Background: an optimization exercise with open tools, aiming at small area and a short achievable clock period. Do not read the settings as production practice. No run shown here included a check of the RTL's function; only the layout flow was run.

==> design.v <==
module nfu_fa (input a, input b, input c, output s, output co);
    wire x = a ^ b;
    assign s = x ^ c;
    assign co = (a & b) | (c & x);
endmodule
module nfu_ha (input a, input b, output s, output co);
    assign s = a ^ b;
    assign co = a & b;
endmodule
module top_diannao_node_vMAX (
        clk,
        i_inputs,
        i_synapses,
        i_op,
        i_nbout,
        i_load,
        o_to_edram
    );
    input           clk;
    input  [255:0]  i_inputs;
    input  [255:0]  i_synapses;
    input  [0:0]    i_op;
    input  [15:0]   i_nbout;
    input           i_load;
    output [15:0]   o_to_edram;
    function gt16;
        input [15:0] a, b;
        reg [15:0] g0, l0;
        reg [7:0] g1, l1;
        reg [3:0] g2, l2;
        reg [1:0] g3, l3;
        integer i;
        begin
            g0 = a & ~b;
            l0 = ~a & b;
            for (i = 0; i < 8; i = i + 1) begin
                g1[i] = g0[2*i+1] | (~l0[2*i+1] & g0[2*i]);
                l1[i] = l0[2*i+1] | (~g0[2*i+1] & l0[2*i]);
            end
            for (i = 0; i < 4; i = i + 1) begin
                g2[i] = g1[2*i+1] | (~l1[2*i+1] & g1[2*i]);
                l2[i] = l1[2*i+1] | (~g1[2*i+1] & l1[2*i]);
            end
            for (i = 0; i < 2; i = i + 1) begin
                g3[i] = g2[2*i+1] | (~l2[2*i+1] & g2[2*i]);
                l3[i] = l2[2*i+1] | (~g2[2*i+1] & l2[2*i]);
            end
            gt16 = g3[1] | (~l3[1] & g3[0]);
        end
    endfunction
    function [15:0] max4;
        input [15:0] a, b, c, d;
        reg ab, ac, ad, bc, bd, cd;
        begin
            ab = gt16(a, b);
            ac = gt16(a, c);
            ad = gt16(a, d);
            bc = gt16(b, c);
            bd = gt16(b, d);
            cd = gt16(c, d);
            max4 = ({16{ab & ac & ad}} & a) | ({16{~ab & bc & bd}} & b) |
                   ({16{~ac & ~bc & cd}} & c) | ({16{~ad & ~bd & ~cd}} & d);
        end
    endfunction
    function [31:0] csa4;
        input [15:0] a, b, c, d;
        reg [15:0] x1, s1, c1, x2;
        begin
            x1 = a ^ b;
            s1 = x1 ^ c;
            c1 = {(a[14:0] & b[14:0]) | (c[14:0] & x1[14:0]), 1'b0};
            x2 = s1 ^ c1;
            csa4 = {(s1[14:0] & c1[14:0]) | (d[14:0] & x2[14:0]), 1'b0, x2 ^ d};
        end
    endfunction
    reg  [239:0] mag_a;
    reg  [127:0] one1, two1;
    reg  [111:0] neg1;
    reg  [15:0]  sgn1;
    reg  [239:0] cs0, cs1;
    reg  [15:0]  csc;
    reg  [15:0]  sgn2;
    reg  [63:0]  gsum0, gmax;
    reg  [59:0]  gsum1;       
    reg  [15:0]  rsum0, rmax;
    reg  [15:1]  rsum1;
    reg  [15:0]  out_reg;
    assign o_to_edram = out_reg;
    wire [239:0] h0_all, h1_all;
    wire [15:0]  ci_all;
    wire [255:0] prod;
    genvar j, k;
    generate
        for (j = 0; j < 16; j = j + 1) begin : lane
            wire [17:0] bq = {2'b00, i_synapses[16*j +: 15], 1'b0};
            wire [7:0]  one0, two0, neg0;
            genvar i;
            for (i = 0; i < 8; i = i + 1) begin : dig
                assign one0[i] = bq[2*i+1] ^ bq[2*i];
                assign two0[i] = (bq[2*i+2] & ~bq[2*i+1] & ~bq[2*i]) | (~bq[2*i+2] & bq[2*i+1] & bq[2*i]);
                assign neg0[i] = bq[2*i+2];
            end
            always @(posedge clk) begin
                mag_a[15*j +: 15] <= i_inputs[16*j +: 15];
                sgn1[j]           <= i_inputs[16*j+15] ^ i_synapses[16*j+15];
                one1[8*j +: 8]    <= one0;
                two1[8*j +: 8]    <= two0;
                neg1[7*j +: 7]    <= neg0[6:0];    
            end
            wire [8:0]  ext = -{neg1[7*j+4], 1'b0, neg1[7*j+3], 1'b0, neg1[7*j+2], 1'b0, neg1[7*j+1], 1'b0, neg1[7*j]};
            wire [14:0] h0, h1;
            wire        ci;
            wire pp1;
            wire pp2;
            wire pp3;
            wire pp4;
            wire pp5;
            wire pp6;
            wire pp7;
            wire pp8;
            wire pp9;
            wire pp10;
            wire pp11;
            wire pp12;
            wire pp13;
            wire pp14;
            wire pp15;
            wire pp16;
            wire pp17;
            wire pp18;
            wire pp19;
            wire pp20;
            wire pp21;
            wire pp22;
            wire pp23;
            wire pp24;
            wire pp25;
            wire pp26;
            wire pp27;
            wire pp28;
            wire pp29;
            wire pp30;
            wire pp31;
            wire pp32;
            wire pp33;
            wire pp34;
            wire pp35;
            wire pp36;
            wire pp37;
            wire pp38;
            wire pp39;
            wire pp40;
            wire pp41;
            wire pp42;
            wire pp43;
            wire pp44;
            wire pp45;
            wire pp46;
            wire pp47;
            wire pp48;
            wire pp49;
            wire pp50;
            wire pp51;
            wire pp52;
            wire pp53;
            wire pp54;
            wire pp55;
            wire pp56;
            wire pp57;
            wire pp58;
            wire pp59;
            wire pp60;
            wire pp61;
            wire pp62;
            wire pp63;
            wire pp64;
            wire pp65;
            wire pp66;
            wire pp67;
            wire pp68;
            wire pp69;
            wire pp70;
            wire pp71;
            wire pp72;
            wire pp73;
            wire pp74;
            wire pp75;
            wire pp76;
            wire pp77;
            wire pp78;
            wire pp79;
            wire pp80;
            wire pp81;
            wire pp82;
            wire pp83;
            wire pp84;
            wire pp85;
            wire pp86;
            wire pp87;
            wire pp88;
            wire pp89;
            wire pp90;
            wire pp91;
            wire pp92;
            wire pp93;
            wire pp94;
            wire pp95;
            wire pp96;
            wire pp97;
            wire pp98;
            wire pp99;
            wire pp100;
            wire pp101;
            wire pp102;
            wire pp103;
            wire pp104;
            wire pp105;
            wire pp106;
            wire pp107;
            wire pp108;
            wire pp109;
            wire pp110;
            wire pp111;
            wire pp112;
            wire pp113;
            wire pp114;
            wire pp115;
            wire pp116;
            wire pp117;
            wire pp118;
            wire pp119;
            wire s120;
            wire c121;
            wire s122;
            wire c123;
            wire s124;
            wire c125;
            wire s126;
            wire c127;
            wire s128;
            wire c129;
            wire s130;
            wire c131;
            wire s132;
            wire c133;
            wire s134;
            wire c135;
            wire s136;
            wire c137;
            wire s138;
            wire c139;
            wire s140;
            wire c141;
            wire s142;
            wire c143;
            wire s144;
            wire c145;
            wire s146;
            wire c147;
            wire s148;
            wire c149;
            wire s150;
            wire c151;
            wire s152;
            wire c153;
            wire s154;
            wire c155;
            wire s156;
            wire c157;
            wire s158;
            wire c159;
            wire s160;
            wire c161;
            wire s162;
            wire c163;
            wire s164;
            wire c165;
            wire s166;
            wire c167;
            wire s168;
            wire c169;
            wire s170;
            wire c171;
            wire s172;
            wire c173;
            wire s174;
            wire c175;
            wire s176;
            wire c177;
            wire s178;
            wire c179;
            wire s180;
            wire c181;
            wire s182;
            wire c183;
            wire s184;
            wire c185;
            wire s186;
            wire c187;
            wire s188;
            wire c189;
            wire s190;
            wire c191;
            wire s192;
            wire c193;
            wire s194;
            wire c195;
            wire s196;
            wire c197;
            wire s198;
            wire c199;
            wire s200;
            wire c201;
            wire s202;
            wire c203;
            wire s204;
            wire c205;
            wire s206;
            wire c207;
            wire s208;
            wire c209;
            wire s210;
            wire c211;
            wire s212;
            wire c213;
            wire s214;
            wire c215;
            wire s216;
            wire c217;
            wire s218;
            wire c219;
            wire s220;
            wire c221;
            wire s222;
            wire c223;
            wire s224;
            wire c225;
            wire s226;
            wire c227;
            wire s228;
            wire c229;
            wire s230;
            wire c231;
            wire s232;
            wire c233;
            wire s234;
            wire c235;
            wire s236;
            wire c237;
            wire s238;
            wire c239;
            wire s240;
            wire c241;
            wire s242;
            wire c243;
            wire s244;
            wire c245;
            wire s246;
            wire c247;
            wire s248;
            wire c249;
            wire s250;
            wire c251;
            wire s252;
            wire c253;
            wire s254;
            wire c255;
            wire s256;
            wire c257;
            wire s258;
            wire c259;
            wire s260;
            wire c261;
            wire s262;
            wire c263;
            wire s264;
            wire c265;
            wire s266;
            wire c267;
            wire s268;
            wire c269;
            wire s270;
            wire c271;
            wire s272;
            wire c273;
            wire s274;
            wire c275;
            wire s276;
            wire c277;
            wire s278;
            wire c279;
            wire s280;
            wire c281;
            wire s282;
            wire c283;
            wire s284;
            wire c285;
            wire s286;
            wire c287;
            wire s288;
            wire c289;
            wire s290;
            wire c291;
            wire s292;
            wire c293;
            wire s294;
            wire c295;
            wire s296;
            wire c297;
            wire s298;
            wire c299;
            wire s300;
            wire c301;
            wire s302;
            wire c303;
            wire s304;
            wire c305;
            wire s306;
            wire c307;
            wire s308;
            wire c309;
            wire s310;
            wire c311;
            wire s312;
            wire c313;
            wire s314;
            wire c315;
            wire s316;
            wire c317;
            wire s318;
            wire c319;
            wire s320;
            wire c321;
            wire s322;
            wire c323;
            wire s324;
            wire c325;
            wire s326;
            wire c327;
            wire s328;
            wire c329;
            wire s330;
            wire c331;
            wire s332;
            wire c333;
            wire s334;
            wire c335;
            wire s336;
            wire c337;
            assign pp1 = ((one1[8*j+0] & mag_a[15*j+0])) ^ neg1[7*j+0];
            assign pp2 = ((one1[8*j+0] & mag_a[15*j+1]) | (two1[8*j+0] & mag_a[15*j+0])) ^ neg1[7*j+0];
            assign pp3 = ((one1[8*j+0] & mag_a[15*j+2]) | (two1[8*j+0] & mag_a[15*j+1])) ^ neg1[7*j+0];
            assign pp4 = ((one1[8*j+0] & mag_a[15*j+3]) | (two1[8*j+0] & mag_a[15*j+2])) ^ neg1[7*j+0];
            assign pp5 = ((one1[8*j+0] & mag_a[15*j+4]) | (two1[8*j+0] & mag_a[15*j+3])) ^ neg1[7*j+0];
            assign pp6 = ((one1[8*j+0] & mag_a[15*j+5]) | (two1[8*j+0] & mag_a[15*j+4])) ^ neg1[7*j+0];
            assign pp7 = ((one1[8*j+0] & mag_a[15*j+6]) | (two1[8*j+0] & mag_a[15*j+5])) ^ neg1[7*j+0];
            assign pp8 = ((one1[8*j+0] & mag_a[15*j+7]) | (two1[8*j+0] & mag_a[15*j+6])) ^ neg1[7*j+0];
            assign pp9 = ((one1[8*j+0] & mag_a[15*j+8]) | (two1[8*j+0] & mag_a[15*j+7])) ^ neg1[7*j+0];
            assign pp10 = ((one1[8*j+0] & mag_a[15*j+9]) | (two1[8*j+0] & mag_a[15*j+8])) ^ neg1[7*j+0];
            assign pp11 = ((one1[8*j+0] & mag_a[15*j+10]) | (two1[8*j+0] & mag_a[15*j+9])) ^ neg1[7*j+0];
            assign pp12 = ((one1[8*j+0] & mag_a[15*j+11]) | (two1[8*j+0] & mag_a[15*j+10])) ^ neg1[7*j+0];
            assign pp13 = ((one1[8*j+0] & mag_a[15*j+12]) | (two1[8*j+0] & mag_a[15*j+11])) ^ neg1[7*j+0];
            assign pp14 = ((one1[8*j+0] & mag_a[15*j+13]) | (two1[8*j+0] & mag_a[15*j+12])) ^ neg1[7*j+0];
            assign pp15 = ((one1[8*j+0] & mag_a[15*j+14]) | (two1[8*j+0] & mag_a[15*j+13])) ^ neg1[7*j+0];
            assign pp16 = ((two1[8*j+0] & mag_a[15*j+14])) ^ neg1[7*j+0];
            assign pp17 = ((one1[8*j+1] & mag_a[15*j+0])) ^ neg1[7*j+1];
            assign pp18 = ((one1[8*j+1] & mag_a[15*j+1]) | (two1[8*j+1] & mag_a[15*j+0])) ^ neg1[7*j+1];
            assign pp19 = ((one1[8*j+1] & mag_a[15*j+2]) | (two1[8*j+1] & mag_a[15*j+1])) ^ neg1[7*j+1];
            assign pp20 = ((one1[8*j+1] & mag_a[15*j+3]) | (two1[8*j+1] & mag_a[15*j+2])) ^ neg1[7*j+1];
            assign pp21 = ((one1[8*j+1] & mag_a[15*j+4]) | (two1[8*j+1] & mag_a[15*j+3])) ^ neg1[7*j+1];
            assign pp22 = ((one1[8*j+1] & mag_a[15*j+5]) | (two1[8*j+1] & mag_a[15*j+4])) ^ neg1[7*j+1];
            assign pp23 = ((one1[8*j+1] & mag_a[15*j+6]) | (two1[8*j+1] & mag_a[15*j+5])) ^ neg1[7*j+1];
            assign pp24 = ((one1[8*j+1] & mag_a[15*j+7]) | (two1[8*j+1] & mag_a[15*j+6])) ^ neg1[7*j+1];
            assign pp25 = ((one1[8*j+1] & mag_a[15*j+8]) | (two1[8*j+1] & mag_a[15*j+7])) ^ neg1[7*j+1];
            assign pp26 = ((one1[8*j+1] & mag_a[15*j+9]) | (two1[8*j+1] & mag_a[15*j+8])) ^ neg1[7*j+1];
            assign pp27 = ((one1[8*j+1] & mag_a[15*j+10]) | (two1[8*j+1] & mag_a[15*j+9])) ^ neg1[7*j+1];
            assign pp28 = ((one1[8*j+1] & mag_a[15*j+11]) | (two1[8*j+1] & mag_a[15*j+10])) ^ neg1[7*j+1];
            assign pp29 = ((one1[8*j+1] & mag_a[15*j+12]) | (two1[8*j+1] & mag_a[15*j+11])) ^ neg1[7*j+1];
            assign pp30 = ((one1[8*j+1] & mag_a[15*j+13]) | (two1[8*j+1] & mag_a[15*j+12])) ^ neg1[7*j+1];
            assign pp31 = ((one1[8*j+1] & mag_a[15*j+14]) | (two1[8*j+1] & mag_a[15*j+13])) ^ neg1[7*j+1];
            assign pp32 = ((two1[8*j+1] & mag_a[15*j+14])) ^ neg1[7*j+1];
            assign pp33 = ((one1[8*j+2] & mag_a[15*j+0])) ^ neg1[7*j+2];
            assign pp34 = ((one1[8*j+2] & mag_a[15*j+1]) | (two1[8*j+2] & mag_a[15*j+0])) ^ neg1[7*j+2];
            assign pp35 = ((one1[8*j+2] & mag_a[15*j+2]) | (two1[8*j+2] & mag_a[15*j+1])) ^ neg1[7*j+2];
            assign pp36 = ((one1[8*j+2] & mag_a[15*j+3]) | (two1[8*j+2] & mag_a[15*j+2])) ^ neg1[7*j+2];
            assign pp37 = ((one1[8*j+2] & mag_a[15*j+4]) | (two1[8*j+2] & mag_a[15*j+3])) ^ neg1[7*j+2];
            assign pp38 = ((one1[8*j+2] & mag_a[15*j+5]) | (two1[8*j+2] & mag_a[15*j+4])) ^ neg1[7*j+2];
            assign pp39 = ((one1[8*j+2] & mag_a[15*j+6]) | (two1[8*j+2] & mag_a[15*j+5])) ^ neg1[7*j+2];
            assign pp40 = ((one1[8*j+2] & mag_a[15*j+7]) | (two1[8*j+2] & mag_a[15*j+6])) ^ neg1[7*j+2];
            assign pp41 = ((one1[8*j+2] & mag_a[15*j+8]) | (two1[8*j+2] & mag_a[15*j+7])) ^ neg1[7*j+2];
            assign pp42 = ((one1[8*j+2] & mag_a[15*j+9]) | (two1[8*j+2] & mag_a[15*j+8])) ^ neg1[7*j+2];
            assign pp43 = ((one1[8*j+2] & mag_a[15*j+10]) | (two1[8*j+2] & mag_a[15*j+9])) ^ neg1[7*j+2];
            assign pp44 = ((one1[8*j+2] & mag_a[15*j+11]) | (two1[8*j+2] & mag_a[15*j+10])) ^ neg1[7*j+2];
            assign pp45 = ((one1[8*j+2] & mag_a[15*j+12]) | (two1[8*j+2] & mag_a[15*j+11])) ^ neg1[7*j+2];
            assign pp46 = ((one1[8*j+2] & mag_a[15*j+13]) | (two1[8*j+2] & mag_a[15*j+12])) ^ neg1[7*j+2];
            assign pp47 = ((one1[8*j+2] & mag_a[15*j+14]) | (two1[8*j+2] & mag_a[15*j+13])) ^ neg1[7*j+2];
            assign pp48 = ((two1[8*j+2] & mag_a[15*j+14])) ^ neg1[7*j+2];
            assign pp49 = ((one1[8*j+3] & mag_a[15*j+0])) ^ neg1[7*j+3];
            assign pp50 = ((one1[8*j+3] & mag_a[15*j+1]) | (two1[8*j+3] & mag_a[15*j+0])) ^ neg1[7*j+3];
            assign pp51 = ((one1[8*j+3] & mag_a[15*j+2]) | (two1[8*j+3] & mag_a[15*j+1])) ^ neg1[7*j+3];
            assign pp52 = ((one1[8*j+3] & mag_a[15*j+3]) | (two1[8*j+3] & mag_a[15*j+2])) ^ neg1[7*j+3];
            assign pp53 = ((one1[8*j+3] & mag_a[15*j+4]) | (two1[8*j+3] & mag_a[15*j+3])) ^ neg1[7*j+3];
            assign pp54 = ((one1[8*j+3] & mag_a[15*j+5]) | (two1[8*j+3] & mag_a[15*j+4])) ^ neg1[7*j+3];
            assign pp55 = ((one1[8*j+3] & mag_a[15*j+6]) | (two1[8*j+3] & mag_a[15*j+5])) ^ neg1[7*j+3];
            assign pp56 = ((one1[8*j+3] & mag_a[15*j+7]) | (two1[8*j+3] & mag_a[15*j+6])) ^ neg1[7*j+3];
            assign pp57 = ((one1[8*j+3] & mag_a[15*j+8]) | (two1[8*j+3] & mag_a[15*j+7])) ^ neg1[7*j+3];
            assign pp58 = ((one1[8*j+3] & mag_a[15*j+9]) | (two1[8*j+3] & mag_a[15*j+8])) ^ neg1[7*j+3];
            assign pp59 = ((one1[8*j+3] & mag_a[15*j+10]) | (two1[8*j+3] & mag_a[15*j+9])) ^ neg1[7*j+3];
            assign pp60 = ((one1[8*j+3] & mag_a[15*j+11]) | (two1[8*j+3] & mag_a[15*j+10])) ^ neg1[7*j+3];
            assign pp61 = ((one1[8*j+3] & mag_a[15*j+12]) | (two1[8*j+3] & mag_a[15*j+11])) ^ neg1[7*j+3];
            assign pp62 = ((one1[8*j+3] & mag_a[15*j+13]) | (two1[8*j+3] & mag_a[15*j+12])) ^ neg1[7*j+3];
            assign pp63 = ((one1[8*j+3] & mag_a[15*j+14]) | (two1[8*j+3] & mag_a[15*j+13])) ^ neg1[7*j+3];
            assign pp64 = ((two1[8*j+3] & mag_a[15*j+14])) ^ neg1[7*j+3];
            assign pp65 = ((one1[8*j+4] & mag_a[15*j+0])) ^ neg1[7*j+4];
            assign pp66 = ((one1[8*j+4] & mag_a[15*j+1]) | (two1[8*j+4] & mag_a[15*j+0])) ^ neg1[7*j+4];
            assign pp67 = ((one1[8*j+4] & mag_a[15*j+2]) | (two1[8*j+4] & mag_a[15*j+1])) ^ neg1[7*j+4];
            assign pp68 = ((one1[8*j+4] & mag_a[15*j+3]) | (two1[8*j+4] & mag_a[15*j+2])) ^ neg1[7*j+4];
            assign pp69 = ((one1[8*j+4] & mag_a[15*j+4]) | (two1[8*j+4] & mag_a[15*j+3])) ^ neg1[7*j+4];
            assign pp70 = ((one1[8*j+4] & mag_a[15*j+5]) | (two1[8*j+4] & mag_a[15*j+4])) ^ neg1[7*j+4];
            assign pp71 = ((one1[8*j+4] & mag_a[15*j+6]) | (two1[8*j+4] & mag_a[15*j+5])) ^ neg1[7*j+4];
            assign pp72 = ((one1[8*j+4] & mag_a[15*j+7]) | (two1[8*j+4] & mag_a[15*j+6])) ^ neg1[7*j+4];
            assign pp73 = ((one1[8*j+4] & mag_a[15*j+8]) | (two1[8*j+4] & mag_a[15*j+7])) ^ neg1[7*j+4];
            assign pp74 = ((one1[8*j+4] & mag_a[15*j+9]) | (two1[8*j+4] & mag_a[15*j+8])) ^ neg1[7*j+4];
            assign pp75 = ((one1[8*j+4] & mag_a[15*j+10]) | (two1[8*j+4] & mag_a[15*j+9])) ^ neg1[7*j+4];
            assign pp76 = ((one1[8*j+4] & mag_a[15*j+11]) | (two1[8*j+4] & mag_a[15*j+10])) ^ neg1[7*j+4];
            assign pp77 = ((one1[8*j+4] & mag_a[15*j+12]) | (two1[8*j+4] & mag_a[15*j+11])) ^ neg1[7*j+4];
            assign pp78 = ((one1[8*j+4] & mag_a[15*j+13]) | (two1[8*j+4] & mag_a[15*j+12])) ^ neg1[7*j+4];
            assign pp79 = ((one1[8*j+4] & mag_a[15*j+14]) | (two1[8*j+4] & mag_a[15*j+13])) ^ neg1[7*j+4];
            assign pp80 = ((two1[8*j+4] & mag_a[15*j+14])) ^ neg1[7*j+4];
            assign pp81 = ((one1[8*j+5] & mag_a[15*j+0])) ^ neg1[7*j+5];
            assign pp82 = ((one1[8*j+5] & mag_a[15*j+1]) | (two1[8*j+5] & mag_a[15*j+0])) ^ neg1[7*j+5];
            assign pp83 = ((one1[8*j+5] & mag_a[15*j+2]) | (two1[8*j+5] & mag_a[15*j+1])) ^ neg1[7*j+5];
            assign pp84 = ((one1[8*j+5] & mag_a[15*j+3]) | (two1[8*j+5] & mag_a[15*j+2])) ^ neg1[7*j+5];
            assign pp85 = ((one1[8*j+5] & mag_a[15*j+4]) | (two1[8*j+5] & mag_a[15*j+3])) ^ neg1[7*j+5];
            assign pp86 = ((one1[8*j+5] & mag_a[15*j+5]) | (two1[8*j+5] & mag_a[15*j+4])) ^ neg1[7*j+5];
            assign pp87 = ((one1[8*j+5] & mag_a[15*j+6]) | (two1[8*j+5] & mag_a[15*j+5])) ^ neg1[7*j+5];
            assign pp88 = ((one1[8*j+5] & mag_a[15*j+7]) | (two1[8*j+5] & mag_a[15*j+6])) ^ neg1[7*j+5];
            assign pp89 = ((one1[8*j+5] & mag_a[15*j+8]) | (two1[8*j+5] & mag_a[15*j+7])) ^ neg1[7*j+5];
            assign pp90 = ((one1[8*j+5] & mag_a[15*j+9]) | (two1[8*j+5] & mag_a[15*j+8])) ^ neg1[7*j+5];
            assign pp91 = ((one1[8*j+5] & mag_a[15*j+10]) | (two1[8*j+5] & mag_a[15*j+9])) ^ neg1[7*j+5];
            assign pp92 = ((one1[8*j+5] & mag_a[15*j+11]) | (two1[8*j+5] & mag_a[15*j+10])) ^ neg1[7*j+5];
            assign pp93 = ((one1[8*j+5] & mag_a[15*j+12]) | (two1[8*j+5] & mag_a[15*j+11])) ^ neg1[7*j+5];
            assign pp94 = ((one1[8*j+5] & mag_a[15*j+13]) | (two1[8*j+5] & mag_a[15*j+12])) ^ neg1[7*j+5];
            assign pp95 = ((one1[8*j+5] & mag_a[15*j+14]) | (two1[8*j+5] & mag_a[15*j+13])) ^ neg1[7*j+5];
            assign pp96 = ((one1[8*j+6] & mag_a[15*j+0])) ^ neg1[7*j+6];
            assign pp97 = ((one1[8*j+6] & mag_a[15*j+1]) | (two1[8*j+6] & mag_a[15*j+0])) ^ neg1[7*j+6];
            assign pp98 = ((one1[8*j+6] & mag_a[15*j+2]) | (two1[8*j+6] & mag_a[15*j+1])) ^ neg1[7*j+6];
            assign pp99 = ((one1[8*j+6] & mag_a[15*j+3]) | (two1[8*j+6] & mag_a[15*j+2])) ^ neg1[7*j+6];
            assign pp100 = ((one1[8*j+6] & mag_a[15*j+4]) | (two1[8*j+6] & mag_a[15*j+3])) ^ neg1[7*j+6];
            assign pp101 = ((one1[8*j+6] & mag_a[15*j+5]) | (two1[8*j+6] & mag_a[15*j+4])) ^ neg1[7*j+6];
            assign pp102 = ((one1[8*j+6] & mag_a[15*j+6]) | (two1[8*j+6] & mag_a[15*j+5])) ^ neg1[7*j+6];
            assign pp103 = ((one1[8*j+6] & mag_a[15*j+7]) | (two1[8*j+6] & mag_a[15*j+6])) ^ neg1[7*j+6];
            assign pp104 = ((one1[8*j+6] & mag_a[15*j+8]) | (two1[8*j+6] & mag_a[15*j+7])) ^ neg1[7*j+6];
            assign pp105 = ((one1[8*j+6] & mag_a[15*j+9]) | (two1[8*j+6] & mag_a[15*j+8])) ^ neg1[7*j+6];
            assign pp106 = ((one1[8*j+6] & mag_a[15*j+10]) | (two1[8*j+6] & mag_a[15*j+9])) ^ neg1[7*j+6];
            assign pp107 = ((one1[8*j+6] & mag_a[15*j+11]) | (two1[8*j+6] & mag_a[15*j+10])) ^ neg1[7*j+6];
            assign pp108 = ((one1[8*j+6] & mag_a[15*j+12]) | (two1[8*j+6] & mag_a[15*j+11])) ^ neg1[7*j+6];
            assign pp109 = ((one1[8*j+7] & mag_a[15*j+0])) ^ 1'b0;
            assign pp110 = ((one1[8*j+7] & mag_a[15*j+1]) | (two1[8*j+7] & mag_a[15*j+0])) ^ 1'b0;
            assign pp111 = ((one1[8*j+7] & mag_a[15*j+2]) | (two1[8*j+7] & mag_a[15*j+1])) ^ 1'b0;
            assign pp112 = ((one1[8*j+7] & mag_a[15*j+3]) | (two1[8*j+7] & mag_a[15*j+2])) ^ 1'b0;
            assign pp113 = ((one1[8*j+7] & mag_a[15*j+4]) | (two1[8*j+7] & mag_a[15*j+3])) ^ 1'b0;
            assign pp114 = ((one1[8*j+7] & mag_a[15*j+5]) | (two1[8*j+7] & mag_a[15*j+4])) ^ 1'b0;
            assign pp115 = ((one1[8*j+7] & mag_a[15*j+6]) | (two1[8*j+7] & mag_a[15*j+5])) ^ 1'b0;
            assign pp116 = ((one1[8*j+7] & mag_a[15*j+7]) | (two1[8*j+7] & mag_a[15*j+6])) ^ 1'b0;
            assign pp117 = ((one1[8*j+7] & mag_a[15*j+8]) | (two1[8*j+7] & mag_a[15*j+7])) ^ 1'b0;
            assign pp118 = ((one1[8*j+7] & mag_a[15*j+9]) | (two1[8*j+7] & mag_a[15*j+8])) ^ 1'b0;
            assign pp119 = ((one1[8*j+7] & mag_a[15*j+10]) | (two1[8*j+7] & mag_a[15*j+9])) ^ 1'b0;
            nfu_ha HA121 (.a(sgn1[j]), .b(neg1[7*j+4]), .s(s120), .co(c121));
            nfu_ha HA123 (.a(sgn1[j]), .b(pp10), .s(s122), .co(c123));
            nfu_fa FA125 (.a(neg1[7*j+5]), .b(pp11), .c(pp25), .s(s124), .co(c125));
            nfu_ha HA127 (.a(pp12), .b(pp26), .s(s126), .co(c127));
            nfu_fa FA129 (.a(neg1[7*j+6]), .b(pp13), .c(pp27), .s(s128), .co(c129));
            nfu_ha HA131 (.a(pp41), .b(pp55), .s(s130), .co(c131));
            nfu_fa FA133 (.a(pp14), .b(pp28), .c(pp42), .s(s132), .co(c133));
            nfu_ha HA135 (.a(pp56), .b(pp70), .s(s134), .co(c135));
            nfu_fa FA137 (.a(pp15), .b(pp29), .c(pp43), .s(s136), .co(c137));
            nfu_fa FA139 (.a(pp57), .b(pp71), .c(pp85), .s(s138), .co(c139));
            nfu_fa FA141 (.a(pp16), .b(pp30), .c(pp44), .s(s140), .co(c141));
            nfu_fa FA143 (.a(pp58), .b(pp72), .c(pp86), .s(s142), .co(c143));
            nfu_fa FA145 (.a(ext[0]), .b(pp31), .c(pp45), .s(s144), .co(c145));
            nfu_fa FA147 (.a(pp59), .b(pp73), .c(pp87), .s(s146), .co(c147));
            nfu_fa FA149 (.a(ext[1]), .b(pp32), .c(pp46), .s(s148), .co(c149));
            nfu_fa FA151 (.a(pp60), .b(pp74), .c(pp88), .s(s150), .co(c151));
            nfu_fa FA153 (.a(ext[2]), .b(pp47), .c(pp61), .s(s152), .co(c153));
            nfu_ha HA155 (.a(pp75), .b(pp89), .s(s154), .co(c155));
            nfu_fa FA157 (.a(ext[3]), .b(pp48), .c(pp62), .s(s156), .co(c157));
            nfu_ha HA159 (.a(pp76), .b(pp90), .s(s158), .co(c159));
            nfu_fa FA161 (.a(ext[4]), .b(pp63), .c(pp77), .s(s160), .co(c161));
            nfu_ha HA163 (.a(ext[5]), .b(pp64), .s(s162), .co(c163));
            nfu_ha HA165 (.a(sgn1[j]), .b(neg1[7*j+2]), .s(s164), .co(c165));
            nfu_ha HA167 (.a(sgn1[j]), .b(pp6), .s(s166), .co(c167));
            nfu_fa FA169 (.a(sgn1[j]), .b(neg1[7*j+3]), .c(pp7), .s(s168), .co(c169));
            nfu_ha HA171 (.a(pp21), .b(pp35), .s(s170), .co(c171));
            nfu_fa FA173 (.a(sgn1[j]), .b(pp8), .c(pp22), .s(s172), .co(c173));
            nfu_ha HA175 (.a(pp36), .b(pp50), .s(s174), .co(c175));
            nfu_fa FA177 (.a(pp9), .b(pp23), .c(pp37), .s(s176), .co(c177));
            nfu_fa FA179 (.a(pp51), .b(pp65), .c(s120), .s(s178), .co(c179));
            nfu_fa FA181 (.a(pp24), .b(pp38), .c(pp52), .s(s180), .co(c181));
            nfu_fa FA183 (.a(pp66), .b(c121), .c(s122), .s(s182), .co(c183));
            nfu_fa FA185 (.a(pp39), .b(pp53), .c(pp67), .s(s184), .co(c185));
            nfu_fa FA187 (.a(pp81), .b(c123), .c(s124), .s(s186), .co(c187));
            nfu_fa FA189 (.a(pp40), .b(pp54), .c(pp68), .s(s188), .co(c189));
            nfu_fa FA191 (.a(pp82), .b(s126), .c(c125), .s(s190), .co(c191));
            nfu_fa FA193 (.a(pp69), .b(pp83), .c(pp96), .s(s192), .co(c193));
            nfu_fa FA195 (.a(c127), .b(s130), .c(s128), .s(s194), .co(c195));
            nfu_fa FA197 (.a(pp84), .b(pp97), .c(c131), .s(s196), .co(c197));
            nfu_fa FA199 (.a(s134), .b(c129), .c(s132), .s(s198), .co(c199));
            nfu_fa FA201 (.a(pp98), .b(pp109), .c(c135), .s(s200), .co(c201));
            nfu_fa FA203 (.a(c133), .b(s136), .c(s138), .s(s202), .co(c203));
            nfu_fa FA205 (.a(pp99), .b(pp110), .c(c137), .s(s204), .co(c205));
            nfu_fa FA207 (.a(c139), .b(s140), .c(s142), .s(s206), .co(c207));
            nfu_fa FA209 (.a(pp100), .b(pp111), .c(c141), .s(s208), .co(c209));
            nfu_fa FA211 (.a(c143), .b(s144), .c(s146), .s(s210), .co(c211));
            nfu_fa FA213 (.a(pp101), .b(pp112), .c(c145), .s(s212), .co(c213));
            nfu_fa FA215 (.a(c147), .b(s148), .c(s150), .s(s214), .co(c215));
            nfu_fa FA217 (.a(pp102), .b(pp113), .c(s154), .s(s216), .co(c217));
            nfu_fa FA219 (.a(c149), .b(c151), .c(s152), .s(s218), .co(c219));
            nfu_fa FA221 (.a(pp103), .b(pp114), .c(c155), .s(s220), .co(c221));
            nfu_fa FA223 (.a(s158), .b(c153), .c(s156), .s(s222), .co(c223));
            nfu_fa FA225 (.a(pp91), .b(pp104), .c(pp115), .s(s224), .co(c225));
            nfu_fa FA227 (.a(c159), .b(c157), .c(s160), .s(s226), .co(c227));
            nfu_fa FA229 (.a(pp78), .b(pp92), .c(pp105), .s(s228), .co(c229));
            nfu_fa FA231 (.a(pp116), .b(s162), .c(c161), .s(s230), .co(c231));
            nfu_fa FA233 (.a(ext[6]), .b(pp79), .c(pp93), .s(s232), .co(c233));
            nfu_fa FA235 (.a(pp106), .b(pp117), .c(c163), .s(s234), .co(c235));
            nfu_fa FA237 (.a(ext[7]), .b(pp80), .c(pp94), .s(s236), .co(c237));
            nfu_ha HA239 (.a(pp107), .b(pp118), .s(s238), .co(c239));
            nfu_fa FA241 (.a(ext[8]), .b(pp95), .c(pp108), .s(s240), .co(c241));
            nfu_ha HA243 (.a(sgn1[j]), .b(neg1[7*j+1]), .s(s242), .co(c243));
            nfu_ha HA245 (.a(sgn1[j]), .b(pp4), .s(s244), .co(c245));
            nfu_fa FA247 (.a(pp5), .b(pp19), .c(pp33), .s(s246), .co(c247));
            nfu_fa FA249 (.a(pp20), .b(pp34), .c(c165), .s(s248), .co(c249));
            nfu_fa FA251 (.a(pp49), .b(c167), .c(s170), .s(s250), .co(c251));
            nfu_fa FA253 (.a(c171), .b(s174), .c(c169), .s(s252), .co(c253));
            nfu_fa FA255 (.a(c175), .b(c173), .c(s176), .s(s254), .co(c255));
            nfu_fa FA257 (.a(c177), .b(c179), .c(s180), .s(s256), .co(c257));
            nfu_fa FA259 (.a(c181), .b(s184), .c(c183), .s(s258), .co(c259));
            nfu_fa FA261 (.a(c185), .b(s188), .c(s190), .s(s260), .co(c261));
            nfu_fa FA263 (.a(c189), .b(s192), .c(c191), .s(s262), .co(c263));
            nfu_fa FA265 (.a(c193), .b(s196), .c(c195), .s(s264), .co(c265));
            nfu_fa FA267 (.a(c197), .b(s200), .c(c199), .s(s266), .co(c267));
            nfu_fa FA269 (.a(c201), .b(s204), .c(c203), .s(s268), .co(c269));
            nfu_fa FA271 (.a(c205), .b(s208), .c(c207), .s(s270), .co(c271));
            nfu_fa FA273 (.a(c209), .b(s212), .c(c211), .s(s272), .co(c273));
            nfu_fa FA275 (.a(c213), .b(s216), .c(c215), .s(s274), .co(c275));
            nfu_fa FA277 (.a(c217), .b(s220), .c(c219), .s(s276), .co(c277));
            nfu_fa FA279 (.a(s224), .b(c221), .c(c223), .s(s278), .co(c279));
            nfu_fa FA281 (.a(c225), .b(s228), .c(s230), .s(s280), .co(c281));
            nfu_fa FA283 (.a(c229), .b(s232), .c(s234), .s(s282), .co(c283));
            nfu_fa FA285 (.a(s238), .b(c233), .c(s236), .s(s284), .co(c285));
            nfu_fa FA287 (.a(pp119), .b(c239), .c(c237), .s(s286), .co(c287));
            nfu_ha HA289 (.a(sgn1[j]), .b(neg1[7*j+0]), .s(s288), .co(c289));
            nfu_ha HA291 (.a(sgn1[j]), .b(pp2), .s(s290), .co(c291));
            nfu_fa FA293 (.a(pp3), .b(pp17), .c(s242), .s(s292), .co(c293));
            nfu_fa FA295 (.a(pp18), .b(c243), .c(s244), .s(s294), .co(c295));
            nfu_fa FA297 (.a(s164), .b(c245), .c(s246), .s(s296), .co(c297));
            nfu_fa FA299 (.a(s166), .b(c247), .c(s248), .s(s298), .co(c299));
            nfu_fa FA301 (.a(c249), .b(s168), .c(s250), .s(s300), .co(c301));
            nfu_fa FA303 (.a(s172), .b(c251), .c(s252), .s(s302), .co(c303));
            nfu_fa FA305 (.a(s178), .b(c253), .c(s254), .s(s304), .co(c305));
            nfu_fa FA307 (.a(s182), .b(c255), .c(s256), .s(s306), .co(c307));
            nfu_fa FA309 (.a(c257), .b(s186), .c(s258), .s(s308), .co(c309));
            nfu_fa FA311 (.a(c187), .b(c259), .c(s260), .s(s310), .co(c311));
            nfu_fa FA313 (.a(s194), .b(s262), .c(c261), .s(s312), .co(c313));
            nfu_fa FA315 (.a(s198), .b(c263), .c(s264), .s(s314), .co(c315));
            nfu_fa FA317 (.a(s202), .b(c265), .c(s266), .s(s316), .co(c317));
            nfu_fa FA319 (.a(s206), .b(c267), .c(s268), .s(s318), .co(c319));
            nfu_fa FA321 (.a(s210), .b(c269), .c(s270), .s(s320), .co(c321));
            nfu_fa FA323 (.a(s214), .b(c271), .c(s272), .s(s322), .co(c323));
            nfu_fa FA325 (.a(s218), .b(c273), .c(s274), .s(s324), .co(c325));
            nfu_fa FA327 (.a(s222), .b(c275), .c(s276), .s(s326), .co(c327));
            nfu_fa FA329 (.a(s226), .b(c277), .c(s278), .s(s328), .co(c329));
            nfu_fa FA331 (.a(c227), .b(c279), .c(s280), .s(s330), .co(c331));
            nfu_fa FA333 (.a(c231), .b(s282), .c(c281), .s(s332), .co(c333));
            nfu_fa FA335 (.a(c235), .b(s284), .c(c283), .s(s334), .co(c335));
            nfu_fa FA337 (.a(s240), .b(s286), .c(c285), .s(s336), .co(c337));
            wire [9:0] la = {s306, s304, s302, s300, s298, s296, s294, s292, s290, s288};
            wire [9:0] lb = {c305, c303, c301, c299, c297, c295, c293, c291, c289, pp1};
            wire [9:0] lg = la & lb;
            wire [9:0] lp = la | lb;
            wire g10 = lg[1] | (lp[1] & lg[0]);
            wire g32 = lg[3] | (lp[3] & lg[2]), p32 = lp[3] & lp[2];
            wire g54 = lg[5] | (lp[5] & lg[4]), p54 = lp[5] & lp[4];
            wire g76 = lg[7] | (lp[7] & lg[6]), p76 = lp[7] & lp[6];
            wire g98 = lg[9] | (lp[9] & lg[8]), p98 = lp[9] & lp[8];
            wire g30 = g32 | (p32 & g10);
            wire g74 = g76 | (p76 & g54), p74 = p76 & p54;
            wire g70 = g74 | (p74 & g30);
            assign ci = g98 | (p98 & g70);
            assign h0 = {s336, s334, s332, s330, s328, s326, s324, s322, s320, s318, s316, s314, s312, s310, s308};
            assign h1 = {c335, c333, c331, c329, c327, c325, c323, c321, c319, c317, c315, c313, c311, c309, c307};
            assign h0_all[15*j +: 15] = h0;
            assign h1_all[15*j +: 15] = h1;
            assign ci_all[j] = ci;
            wire [15:0] psum = {cs0[15*j +: 15], 1'b1} + {cs1[15*j +: 15], csc[j]};
            assign prod[16*j +: 16] = {sgn2[j], psum[15:1]};
        end
    endgenerate
    wire [63:0] gsum0_d, gsum1_d, gmax_d;
    generate
        for (k = 0; k < 4; k = k + 1) begin : grp
            wire [15:0] p0 = prod[64*k +: 16];
            wire [15:0] p1 = prod[64*k+16 +: 16];
            wire [15:0] p2 = prod[64*k+32 +: 16];
            wire [15:0] p3 = prod[64*k+48 +: 16];
            assign {gsum1_d[16*k +: 16], gsum0_d[16*k +: 16]} = csa4(p0, p1, p2, p3);
            assign gmax_d[16*k +: 16] = max4(p0, p1, p2, p3);
        end
    endgenerate
    wire [15:0] gs0 = gsum0[15:0]  + {gsum1[14:0],  1'b0};
    wire [15:0] gs1 = gsum0[31:16] + {gsum1[29:15], 1'b0};
    wire [15:0] gs2 = gsum0[47:32] + {gsum1[44:30], 1'b0};
    wire [15:0] gs3 = gsum0[63:48] + {gsum1[59:45], 1'b0};
    wire [31:0] ss = csa4(gs0, gs1, gs2, gs3);
    wire [15:0] sm = max4(gs0, gs1, gs2, gs3);
    wire [31:0] ms = csa4(gmax[15:0], gmax[31:16], gmax[47:32], gmax[63:48]);
    wire [15:0] mm = max4(gmax[15:0], gmax[31:16], gmax[47:32], gmax[63:48]);
    wire [15:0] rs1 = {rsum1, 1'b0};
    wire [15:0] fx  = rsum0 ^ rs1;
    wire [15:0] fs  = fx ^ out_reg;
    wire [15:0] fc  = {(rsum0[14:0] & rs1[14:0]) | (out_reg[14:0] & fx[14:0]), 1'b0};
    wire [15:0] fin_sum = fs + fc;
    wire        take = gt16(rmax, out_reg);
    wire [15:0] fin_max = take ? rmax : out_reg;
    wire [15:0] fin     = i_op[0] ? fin_max : fin_sum;
    always @(posedge clk) begin
        cs0     <= h0_all;
        cs1     <= h1_all;
        csc     <= ci_all;
        sgn2    <= sgn1;
        gsum0   <= gsum0_d;
        gsum1   <= {gsum1_d[63:49], gsum1_d[47:33], gsum1_d[31:17], gsum1_d[15:1]};
        gmax    <= gmax_d;
        rsum0   <= i_op[0] ? ms[15:0]  : ss[15:0];
        rsum1   <= i_op[0] ? ms[31:17] : ss[31:17];
        rmax    <= i_op[0] ? mm : sm;
        out_reg <= i_load ? fin : i_nbout;
    end
endmodule
==> flow/run.sh <==
#!/bin/bash
# Standard ORFS layout (the standard.sh, standard synthesis unchanged), with
# extra settings for timing repair, clock tree and port buffers.
set -euo pipefail
bash standard.sh SETUP_SLACK_MARGIN=8.3 CTS_CLUSTER_SIZE=30 CTS_CLUSTER_DIAMETER=80 "BUFFER_PORTS_ARGS=-buffer_cell sky130_fd_sc_hd__buf_1" finish > standard.log 2>&1
==> standard.sh <==
#!/bin/bash
# synth_recipe.tcl (not shown) runs the flow's synth.tcl, then flattens the netlist and writes it again
# the make line also repeats each setting of config.mk as NAME=value (left out here)
make -C /OpenROAD-flow-scripts/flow DESIGN_CONFIG=/design/flow/config.mk WORK_HOME=/design/flow/orfs CLKGATE_MAP_FILE= SYNTH_SCRIPT=/design/flow/synth_recipe.tcl "${@:-finish}"
==> config.mk <==
export PLATFORM = sky130hd
export DESIGN_NAME = top_diannao_node_vMAX
export DESIGN_NICKNAME = top_diannao_node_vMAX
export VERILOG_FILES = /design/flow/design.v
export SDC_FILE = /design/flow/constraint.sdc
export NUM_CORES = 8
export LEC_CHECK = 0
export ABC_AREA = 1
export CAP_MARGIN = 80
export CORE_MARGIN = 2
export CORE_UTILIZATION = 40
export SETUP_SLACK_MARGIN = 5
export SLEW_MARGIN = 80
export SYNTH_HIERARCHICAL = 1
==> constraint.sdc <==
create_clock -name core_clock -period 12.0 [get_ports {clk}]
set_input_delay 2.4000 -clock core_clock [delete_from_list [all_inputs] [get_ports {clk}]]
set_output_delay 2.4000 -clock core_clock [all_outputs]
set_load 0.01 [all_outputs]
==> summary.txt, run 1 <==
* Number of CTS-inserted buffers at 110
* Relative slew margins at 77.0%
* Post-synth EDFFs at 16
* DRT iter0 DRCs at slightly below 10000
* Ys async rst share at 0%
* Layout Nets at 19652
* Syn Nets at roughly 19000
* Synthesized area at around 0.14 mm^2
* Clk Latency, worst-skew pair at about 950 ps
* Tmin final at 4010 ps
* Final HPWL DP at 352 mm
* #FFs+latches synth at between 1000 and 1500
* Synth area leaders: fa_1 (24%), dfxtp_1 (20%), xor2_1 (11%)
* Final-layout fill cell count at 33871
* Post-synthesis adder-cell area fraction at 31.3%
* Number of setup violations in the final report at 0
* Routability-driven placement congestion ratio at 0.961
* Worst Hold Class: reg2reg
* DR vias/cell at 5.41
* Fmax at 249 MHz
* Slowest CP cell: edfxtp_1
* Chip height at 591 um
* Clk sinks at 1387
* Crit path cell chain: buf_1
* Outcome: no timing/DRC/antenna violations
* Post-Synth XOR/XNOR Area at between 10% and 20%
* Combinational family with the most area after synthesis: adder cells
* Worst slew pin tran at 344 ps
* Hold_buf cts at 0
* Residual DRC at 0
* Synth top cells by count: nand2_1 (2861), inv_1 (1844), xor2_1 (1794)
* Worst setup EP type: output port
* Crit path buf inv count at 1
* Layout cells sized above 1 at 11.9%
* First-pass GRT wire length at 673 mm
* Compound-Gate Fraction of Synth Area at 12.4%
* I/O Buffers at 546
* Vias at 115427
* Post-Route WL at 435 mm
* Post-synth top area share at 23.9%
* CORE AREA at approximately 0.34 mm^2
* CP Max Fanout at 2
* Main synth FF type: dfxtp_1
* Die area at 0.350 mm^2
* Area leader, netlist: fa_1
* Count leader, synth: nand2_1
* Critical path type: reg2out
* RSZ-0062 raised after global routing: yes
* Setup TNS at 0 ps
* MaxCap Viol Count at 0
* Startpoint Class: flop
* Depth of the CTS H-tree at 3
* Final hold vios at 0
* # IOs at 547
* Synth Area per Inst at 8.38 um^2
* Yosys warns at 7
* Slew Limit Fails at 0
* Post-synthesis simple-gate area fraction at 15.6%
* Initial DRT Pass Iterations at 9
* Clock Root Buffer: clkbuf_16
* WL/cell at 20.4 um
* Vias in the first global route at 112765
* Initial Util at 40.2%
* CP top delay family: flip-flops
* Netlist cell types at 64
* CTS tree: done
* FP Rows at about 220
* CTS clock-pin slew for the worst setup and hold paths at around 100 ps
* Layout area overhead at 11.8%
* Clk_skew at 84.4 ps
* Cells after Synth at 16462
* Crit path DAT at 1610 ps
* Initial antenna violation count at 18
* Worst endpoint required time at around 9600 ps
* Period utilization at 33.4%
* CP max stage delay at about 520 ps
* Largest net degree at the start of global routing at 41
* Gr usage total at 24.4%
* Die W at 591 um
* Mux cell area share after synthesis at less than 1%
* Sequential share of the synthesized area at 20.2%
* Remaining antenna violation count after routing at 0
* CTS max path bufs at 4
* Top flop regs: cs0 (240), cs1 (240), mag_a (240)
* Total grt overflow at 0
-- layer usage --
metal  vias up  global-route usage, %  part of all wire (%)
met3       593                   2.98                   6.5
met5         -                      0                 0.015
li1      54422                      -                     -
met2      4049                   39.4                    46
met1     56351                   33.8                    44
met4        12                   8.23                   3.7
-- placed cells by master (no fill, tap or decap), types with 40 or more instances in the layout --
cell type | netlist | final
o21bai_1 | 46 | 40
nand3b_1 | 45 | 45
ha_1 | 810 | 753
o21ai_0 | 304 | 256
inv_4 | 0 | 166
xor2_4 | 0 | 56
nor2_1 | 1010 | 981
o21ai_1 | 19 | 62
buf_2 | 19 | 82
ha_2 | 0 | 49
dfxtp_4 | 0 | 117
fa_1 | 1647 | 1622
buf_6 | 17 | 94
nand2_1 | 2861 | 2728
o22ai_1 | 1729 | 1726
buf_1 | 98 | 529
nand4_1 | 171 | 171
mux2_2 | 96 | 96
dfxtp_2 | 0 | 92
clkinv_2 | 0 | 108
dfxtp_1 | 1371 | 1162
nor3_1 | 52 | 47
nand3_1 | 848 | 838
nand2_2 | 89 | 187
inv_2 | 20 | 245
inv_1 | 1844 | 1374
buf_4 | 13 | 77
a21oi_2 | 17 | 60
xnor2_2 | 6 | 67
xor2_1 | 1794 | 1716
o211ai_1 | 52 | 52
clkbuf_16 | 0 | 112
a21oi_1 | 466 | 417
-- cell type report --
class                           count  area [um^2]  area share, %
Antenna cell                        7         17.5         0.0114
Clock buffer                      120         2890           1.88
Clock inverter                     81         1460          0.946
Inverter                         1899         7680           4.98
Multi-Input combinational cell  12436       103000           67.0
Sequential cell                  1387        28500           18.5
Tap cell                         4557         5700           3.70
Timing Repair Buffer              830         4610           2.99
-- kinds of logic (layout without fill, tap and decap cells) --
| kind of cell | Yosys count | in the layout |
|---|---|---|
| flip-flops | 1387 | 1387 |
| AO/OA/AOI/OAI | 2815 | 2815 |
| multiplexers | 102 | 102 |
| other | 0 | 7 |
| buffers and inverters | 2641 | 2930 |
| AND/OR/NAND/NOR | 5140 | 5142 |
| XOR/XNOR | 1919 | 1919 |
| adder cells (fa/ha/maj) | 2458 | 2458 |
-- worst reg2reg max path, delay by kind of cell (launching register included) --
kind / cells / cell delay [ps]
buffers and inverters: 1 / 110
adders and majority gates: 2 / 600
DFF: 1 / 320
AOI/OAI and AO/OA: 6 / 1000
and+or+nand+nor: 10 / 1470
-- final timing paths --
kind	from	end	slack (ps)	cells past startpoint
setup reg to reg	cs0[9]$_DFF_P_	gmax[9]$_DFF_P_	8410	19
setup / recovery	out_reg[14]$_DFFE_PP_	o_to_edram[14]	7990	1
hold / removal	sgn1[2]$_DFF_P_	sgn2[2]$_DFF_P_	410	0
hold reg to reg	sgn1[2]$_DFF_P_	sgn2[2]$_DFF_P_	410	0
-- metrics by stage --
stage | utilization (%) | hold WS (ps) | setup slack (ps) | cell area (um^2) | cells
after detailed placement | 43.1 | 437 | 7650 | 148000 | 21038
after global routing | 44.9 | 414 | 7950 | 154000 | 21315
final | 44.9 | 410 | 7990 | 154000 | 21317
after global placement | 41.7 | 588 | 7660 | 143000 | 20858
after CTS | 44.4 | 417 | 7960 | 153000 | 21257
after floorplan | - | 511 | 8350 | 138000 | 16462
-- per-module statistics from Yosys (local to each module, per instance) --
module,flip-flops and latches,cell area (um^2),times used,cells
nfu_ha,0,12.5,272,1
top_diannao_node_vMAX,1387,105000,1,14718
nfu_fa,0,20.0,1472,1
-- timing repair --
item | in CTS | in global routing
resized for setup | 53 | 125
pin swaps | 1 | 15
setup endpoints to repair | 62 | 98
gates cloned | 1 | 2
hold endpoints to repair | 0 | 0
buffers inserted | 17 | 17
==> run 2: changes to the inputs <==
--- a/design.v
+++ b/design.v
@@ -86,4 +86,5 @@
     reg  [15:1]  rsum1;
-    reg  [15:0]  out_reg;
-    assign o_to_edram = out_reg;
+    reg  [15:0]  out_reg;     
+    reg  [15:0]  out_copy;    
+    assign o_to_edram = out_copy;
     wire [239:0] h0_all, h1_all;
@@ -726,2 +727,4 @@
     wire [15:0] fin     = i_op[0] ? fin_max : fin_sum;
+    wire [15:0] fin_max_c = ({16{take}} & rmax) | ({16{~take}} & out_reg);
+    wire [15:0] fin_c     = i_op[0] ? fin_max_c : fin_sum;
     always @(posedge clk) begin
@@ -738,2 +741,3 @@
         out_reg <= i_load ? fin : i_nbout;
+        out_copy <= i_load ? fin_c : i_nbout;
     end
==> summary.txt, run 2 <==
* Outcome: no timing/DRC/antenna violations
* Initial antenna violation count at 9 (-9)
* FF-to-FF path depth at 23 (+4)
* MaxCap Viol Count at 0 (unchanged)
* Ys async rst share at 0% (unchanged)
* #FFs+latches synth at 1403 (+1.2%)
* Startpoint Class: flop
* Routability-driven placement congestion ratio at 0.975 (+1.4%)
* CP top delay family: flip-flops
* Gr usage total at 23.8% (-0.61 points)
* CP Max Fanout at 1 (-1)
* Worst Hold Class: reg2reg
* Placed instance count at 21284 (+1.2%)
* FP Rows at 216 (+0.47%)
* Slew Limit Fails at 0 (unchanged)
* Leading cell type in the layout, fill and taps excluded: nand2_1
* Chip height at 594 um (+0.38%)
* Post-Route WL at 427 mm (-2.0%)
* I/O Buffers at 546 (unchanged)
* Finished Layout Cells at 21588 (+1.3%)
* Worst endpoint required time at 9600 ps (about the same)
* Slowest CP cell: dfxtp_4
* Multi-input gate area at 0.104 mm^2 (+0.62%)
* # IOs at 547 (unchanged)
* Remaining antenna violation count after routing at 0 (unchanged)
* Synth Area per Inst at 8.33 um^2 (-0.63%)
* Netlist cell types at 65 (+1.6%)
* Layout cells sized above 1 at 12.0% (+0.041 points)
* Final HPWL DP at 342 mm (-2.9%)
* Critical path type: reg2out
* Post-synth top area share at 23.7% (-0.18 points)
* FF+latch area at 0.0289 mm^2 (+1.3%)
* Syn Nets at 19682 (+1.2%)
* Residual DRC at 0 (unchanged)
* Clk Latency, worst-skew pair at 960 ps (about the same)
* First-pass GRT wire length at 672 mm (-0.14%)
* Relative slew margins at 77.9% (+0.82 points)
* Largest net degree at the start of global routing at 45 (+9.8%)
* Clk_skew at 68.2 ps (-16.2 ps)
* Crit path cell chain: buf_6
* CORE AREA at 0.346 mm^2 (+0.78%)
* Top flop regs: cs0 (240), cs1 (240), mag_a (240)
* Yosys warns at 7 (unchanged)
* Clock Root Buffer: clkbuf_16
* Tmin final at 3920 ps (-86.8 ps)
* Initial Util at 40.2% (about the same)
* Vias in the first global route at 115278 (+2.2%)
* Final hold vios at 0 (unchanged)
* Synth area leaders: fa_1 (24%), dfxtp_1 (20%), xor2_1 (11%)
* Worst setup EP type: output port
* CP Depth at 1 (unchanged)
* Count leader, synth: nand2_1
* Worst slew pin tran at 332 ps (-12.7 ps)
* RSZ-0062 raised after global routing: yes
* Area leader, netlist: fa_1
* CTS max path bufs at 4 (unchanged)
* Period utilization at 32.7% (-0.72 points)
* Synth top cells by count: nand2_1 (2979), inv_1 (1924), xor2_1 (1802)
* Setup TNS at 0 ps (unchanged)
* Crit path DAT at 1520 ps (-90 ps)
* Initial DRT Pass Iterations at 9 (unchanged)
* Layout Nets at 19897 (+1.2%)
* Number of setup violations in the final report at 0 (unchanged)
* CTS tree: done
* Number of CTS-inserted buffers at 116 (+5.5%)
* CP max stage delay at 440 ps (-80 ps)
* Post-synth EDFFs at 16 (unchanged)
* Depth of the CTS H-tree at 3 (unchanged)
* Layout area overhead at 12.1%
* Main synth FF type: dfxtp_1
* Hold_buf cts at 0 (unchanged)
* Final-layout fill cell count at 34085 (+0.63%)
* Fmax at 255 MHz (+2.2%)
* WL/cell at 19.8 um (-3.2%)
* Most frequent cells in the layout: nand2_1 (2818), o22ai_1 (1732), xor2_1 (1708)
* CTS clock-pin slew for the worst setup and hold paths at 90 ps (about the same)
* DR vias/cell at 5.39 (-0.38%)
* DRT iter0 DRCs at 9307 (-6.3%)
* Die W at 594 um (+0.38%)
* Vias at 116446 (+0.88%)
* Clk sinks at 1403 (+1.2%)
* Total grt overflow at 0 (unchanged)
* Synthesized area at 0.139 mm^2 (+0.77%)
* Sequential share of the synthesized area at 20.3% (+0.076 points)
* Hold Path Depth at 0 (unchanged)
* Cells after Synth at 16694 (+1.4%)
* Crit path buf inv count at 1 (unchanged)
* Die area at 0.352 mm^2 (+0.76%)
## run 2: changes by cell type in the layout (fill, tap and decap cells not counted), moves of 17 or more
cell / change
a21oi_1: +18
buf_4: +21
clkinv_2: -38
inv_1: +87
inv_2: +18
inv_4: +23
nand2_1: +90
nand2_4: +23
nand3_1: -25
nand4_1: +53
nor2_1: -29
nor2_2: -19
xnor2_2: +17
xor2_2: +17
## run 2: Yosys stat by module (local to each module, per instance)
module	cell area, um^2	cells	copies in the design	flip-flops and latches
nfu_fa	20.0	1	1472	0
nfu_ha	12.5	1	272	0
top_diannao_node_vMAX	106000	14950	1	1403
## run 2: final timing paths
path	from	end	slack [ps]
min	sgn1[9]$_DFF_P_	sgn2[9]$_DFF_P_	420
max	out_copy[1]$_DFF_P_	o_to_edram[1]	8080
min reg2reg	sgn1[9]$_DFF_P_	sgn2[9]$_DFF_P_	420
max reg2reg	cs1[142]$_DFF_P_	gmax[33]$_DFF_P_	8480
## run 2: final cells by class
class,count,share of cell area [%]
Clock buffer,119,1.88
Timing Repair Buffer,848,2.99
Multi-Input combinational cell,12548,66.7
Inverter,1992,5.16
Tap cell,4578,3.67
Clock inverter,94,1.03
Sequential cell,1403,18.5
Antenna cell,6,0.00963
## run 2: repair_timing
action                     4_1_cts  5_1_grt
hold endpoints to repair         0        0
setup endpoints to repair       49       99
pin swaps                        6       29
gates cloned                     0        1
buffers inserted                 8       38
resized for setup              110      123
## run 2: cell families after synthesis
group	Yosys count	share of synthesized area (%)
flip-flops	1403	20.3
AO/OA/AOI/OAI	2817	12.3
XOR/XNOR	1927	12.2
AND/OR/NAND/NOR	5243	15.8
buffers and inverters	2744	7.54
multiplexers	102	0.821
adder cells (fa/ha/maj)	2458	31.0
## run 2: routing by layer
layer  track usage (%)  part of all wire (%)  wire, um
met1              31.9                    43    183000
met2              39.5                    47    201000
met3              2.64                   5.8     24700
met4              8.99                   4.2     17800
met5                 0                 0.016        67
## run 2: through the flow
stage	setup slack (ps)	util, %	hold WS, ps	instance area, um^2
floorplan	8450	-	500	139000
global placement	7850	41.6	602	144000
detailed placement	7720	43.2	460	149000
CTS	8010	44.6	456	154000
global route	8020	45.1	429	156000
finish	8080	45.1	418	156000

## separate check: timing with driven ports
How much do the figures lean on ideal ports? The routed layouts below were timed once more, with nothing changed but the port constraints. Step 1: set_driving_cell puts a clkbuf_16 on clk and a buf_2 on each other input, an assumption about the parent block. Step 2 moves the port delays by t, midway between the first and last clock arrival at a register: inputs arrive t later, outputs are due t later. That takes back most of the time a late clock gives input paths. Slacks: ideal ports / drivers / drivers and shift; pairs: ideal ports / drivers.
| run | shift t [ns] | setup slack, ns | worst setup path at the end | cell pins on the clock port's net |
|---|---|---|---|---|
| run 1 | 1.018 | 7.991 / 7.878 / 7.573 | input to register | 1 |
| run 2 | 1.030 | 8.078 / 7.964 / 8.201 | input to register | 1 |
After both steps setup and hold are still met in every run listed. For run 1, which loses most, drivers alone change the setup slack by -0.113 ns; drivers and shift together by -0.418 ns.
